Source: an optimization exercise on an open RTL-to-GDS flow (aim: small area, a short achievable clock period and few clock cycles). Production flows keep margins and buffers that such runs may drop.
Function was checked by simulation only, so behaviour that the tests miss may differ from the original.
The clock port is modelled as an ideal driver; clocking choices that lean on that would not hold on a real chip.
Power is estimated from default activity; no workload was simulated.

Setup of job 6420:
==> flow/design.v (excerpt) <==
module mips(
    input  logic        clk, reset,
    output logic [31:0] pc,          
    input  logic [31:0] instr,       
    output logic        memwrite,    
    output logic [31:0] dataadr,     
    output logic [31:0] writedata,   
    input  logic [31:0] readdata     
);
Size: ~1,300 flip-flops, roughly 160 I/O pins, roughly 0.062 sq mm of cells after synthesis.
export LEC_CHECK = 0
export CAP_MARGIN = 20
export CORE_MARGIN = 2
export CORE_UTILIZATION = 40
export SLEW_MARGIN = 20
create_clock -name core_clock -period 11.0 [get_ports {clk}]
standard.sh (not shown) runs the stock make flow with config.mk's settings and CLKGATE_MAP_FILE= SYNTH_SCRIPT=/design/flow/synth_recipe.tcl, a recipe that flattens the netlist after the stock synthesis.
==> flow/flow/run.sh <==
#!/bin/bash
# Standard ORFS layout with: a stronger setup repair target, plain port buffers,
# and no dummy loads in the clock tree.
set -euo pipefail
bash standard.sh \
  SETUP_SLACK_MARGIN=7.5 \
  "BUFFER_PORTS_ARGS=-buffer_cell sky130_fd_sc_hd__buf_2" \
  "CTS_ARGS=-sink_clustering_enable -repair_clock_nets -dont_use_dummy_load" \
  finish > standard.log 2>&1
Job 6420 completed; timing, DRC and antenna clean
Testbench counts of job 6420, summed over its fixed seeds: cycles 20,184.
Here is what was changed in the inputs of job 6697 compared with job 6420.
- a change of CORE_UTILIZATION from 40 to 50
==> flow/flow/run.sh <==
#!/bin/bash
# Standard ORFS layout with: a stronger setup repair target (plus a second repair
# pass after CTS), plain port buffers, and a clock tree of larger sink clusters
# without dummy loads.
set -euo pipefail
bash standard.sh \
  SETUP_SLACK_MARGIN=7.5 \
  "BUFFER_PORTS_ARGS=-buffer_cell sky130_fd_sc_hd__buf_2" \
  "CTS_ARGS=-sink_clustering_enable -repair_clock_nets -dont_use_dummy_load -sink_clustering_size 24 -sink_clustering_max_diameter 100 -buf_list sky130_fd_sc_hd__clkbuf_16" \
  "POST_CTS_TCL=$PWD/flow/post_cts.tcl" \
  finish > standard.log 2>&1
==> flow/flow/post_cts.tcl (new file) <==
# Extra setup repair after clock tree synthesis: a second repair_timing pass
# that may change cell footprints, then legalise the placement again.
estimate_parasitics -placement
repair_timing -setup -setup_margin 7.5 -repair_tns 100 -verbose
detailed_placement
check_placement -verbose
estimate_parasitics -placement
report_worst_slack
### Flow results
- Side by side, total of clock buffers placed in the layout turned out lower in job 6697 than in job 6420.
- Job 6697 does better than job 6420 on routed wire length.
- In the flow results for job 6697 and job 6420, the placed instance count is smaller on job 6697.
- Job 6420 -> job 6697: non-clock buffer count increased slightly
- Job 6697 ends up with a final total power that is 1500 uW lower than in job 6420.
Changes in job 1046 relative to job 6697:
==> flow/flow/run.sh <==
#!/bin/bash
# Standard ORFS layout with: a stronger setup repair target, plain port buffers,
# and a clock tree of larger sink clusters without dummy loads.
set -euo pipefail
bash standard.sh \
  SETUP_SLACK_MARGIN=7.5 \
  "BUFFER_PORTS_ARGS=-buffer_cell sky130_fd_sc_hd__buf_2" \
  "CTS_ARGS=-sink_clustering_enable -repair_clock_nets -dont_use_dummy_load -sink_clustering_size 24 -sink_clustering_max_diameter 100 -buf_list sky130_fd_sc_hd__clkbuf_16" \
  finish > standard.log 2>&1
removed: flow/flow/post_cts.tcl
[summary]
- The critical path capture point comes out pc[2] in one run and rf.rf[15][22] in the other, namely in job 6697 and job 1046 respectively.
- Going from job 6697 to job 1046, final critical-path setup slack shows an increase of 0.035 ns, pin count of the biggest net entering global routing shows no meaningful change, final standard cell utilization of the core shows no meaningful change.
- Start-to-end type of the worst setup path = reg -> out: job 6697; start-to-end type of the worst setup path = in -> reg: job 1046


mips, a different RTL version from the one above (not shown whole).
Size in the first run: ~4,500 cells after synthesis, ~160 I/O pins, roughly 57,000 sq um of cells after synthesis.
// mips
module mips(
    input  logic        clk, reset,
    output logic [31:0] pc,          
    input  logic [31:0] instr,       
    output logic        memwrite,    
    output logic [31:0] dataadr,     
    output logic [31:0] writedata,   
    input  logic [31:0] readdata     
);
Settings: LEC_CHECK=0, CAP_MARGIN=20, CORE_MARGIN=2, CORE_UTILIZATION=44, PLACE_DENSITY=0.5, SLEW_MARGIN=20; clock period 11.0 ns.
==> flow/flow/run.sh <==
#!/bin/bash
# Standard ORFS layout with: a stronger setup repair target (plus a second repair
# pass after CTS), plain port buffers, and a clock tree of larger sink clusters
# without dummy loads.
set -euo pipefail
bash standard.sh \
  SETUP_SLACK_MARGIN=7.5 \
  "BUFFER_PORTS_ARGS=-buffer_cell sky130_fd_sc_hd__buf_2" \
  "CTS_ARGS=-sink_clustering_enable -repair_clock_nets -dont_use_dummy_load -sink_clustering_size 24 -sink_clustering_max_diameter 100 -buf_list sky130_fd_sc_hd__clkbuf_16" \
  "POST_CTS_TCL=$PWD/flow/post_cts.tcl" \
  finish > standard.log 2>&1
==> flow/flow/post_cts.tcl <==
# Extra setup repair after clock tree synthesis: a second repair_timing pass
# that may change cell footprints, then legalise the placement again.
estimate_parasitics -placement
repair_timing -setup -setup_margin 7.5 -repair_tns 100 -verbose
detailed_placement
check_placement -verbose
estimate_parasitics -placement
report_worst_slack
The first run passed the timing, DRC and antenna checks.
Testbench counts at the start, summed over its fixed seeds: cycles 20,184.
Edit:
--- a/flow/config.mk
+++ b/flow/config.mk
@@ -10,2 +10,2 @@
-export CORE_UTILIZATION = 44
-export PLACE_DENSITY = 0.5
+export CORE_UTILIZATION = 38
+export PLACE_DENSITY = 0.42
What happened: Wire length is higher by 8.6%; worst setup slack stays flat; utilization is lower by 6.3 points; cell area is higher by 1.1%; die area is higher by 16%; synthesized area does not change.


Setup of v6:
Another version of the RTL of mips (not shown whole).
Size in the first run: about 4,500 cells after synthesis, about 1,300 flip-flops, about 160 I/O pins, ~58,000 µm² of cells after synthesis.
export LEC_CHECK = 0
export CAP_MARGIN = 20
export CORE_MARGIN = 2
export CORE_UTILIZATION = 44
export PLACE_DENSITY = 0.5
export SLEW_MARGIN = 20
create_clock -name core_clock -period 11.0 [get_ports {clk}]
Scripts as last shown in full above: flow/flow/run.sh, flow/flow/post_cts.tcl
Testbench counts of v6, summed over its fixed seeds: cycles 19,766.
Input-level comparison between v7 and v6:
Settings: CORE_UTILIZATION now 38, was 44; PLACE_DENSITY now 0.42, was 0.5.
Findings:
The count of maximum capacitance violations on v6 is in line with that on v7.
Diff v7..v6 | instance count on the critical path | unchanged
v7 vs v6 — setup slack rose 0.0093 ns.
Taking v6 as the reference point, the placement-stage worst setup slack of v7 falls by 0.040 ns.
Taking v7 over v6, the first-iteration DRC count ratio works out to 0.825.
Of v6 and v7, v7 shows the higher portion of the layout cell area used by clock cells, with v6 below it.
For largest stage delay on the critical path, v6 and v7 come out practically identical.

## static timing again, ports no longer ideal
How much do the figures lean on ideal ports? The routed layouts below were timed once more, with nothing changed but the port constraints.
Step 1 (the two cells are an assumption about what drives the block):
set clk [get_ports {clk}]
set_driving_cell -lib_cell sky130_fd_sc_hd__clkbuf_16 $clk
set_driving_cell -lib_cell sky130_fd_sc_hd__buf_2 [delete_from_list [all_inputs] $clk]
Step 2 times the ports against the registers' clock, not the clock port: input delays grow and output delays shrink by t, the midpoint of the rising clock arrivals with the driver on.
a / b / c = ideal / step 1 / step 2; a / b = the first two.
run | shift t [ns] | setup slack, ns | worst setup path at the end | latest minus earliest clock arrival (ns) | pins driven straight from the clock port
job 6420 | 0.823 | 7.490 / 7.407 / 6.738 | input to register | 0.059 / 0.058 | 1
job 6697 | 0.785 | 7.434 / 7.353 / 6.811 | input to register | 0.061 / 0.061 | 1
job 1046 | 0.784 | 7.468 / 7.411 / 6.743 | input to register | 0.059 / 0.059 | 1
the first run of note 2 | 0.795 | 7.373 / 7.373 / 6.640 | input to register | 0.108 / 0.107 | 1
the second run of note 2 | 0.756 | 7.374 / 7.374 / 6.786 | input to register | 0.091 / 0.091 | 1
v6 | 0.820 | 7.401 / 7.416 / 6.649 | input to register | 0.093 / 0.093 | 1
v7 | 0.766 | 7.410 / 7.435 / 6.715 | input to register | 0.093 / 0.093 | 1
After both steps every run listed still meets setup and hold.
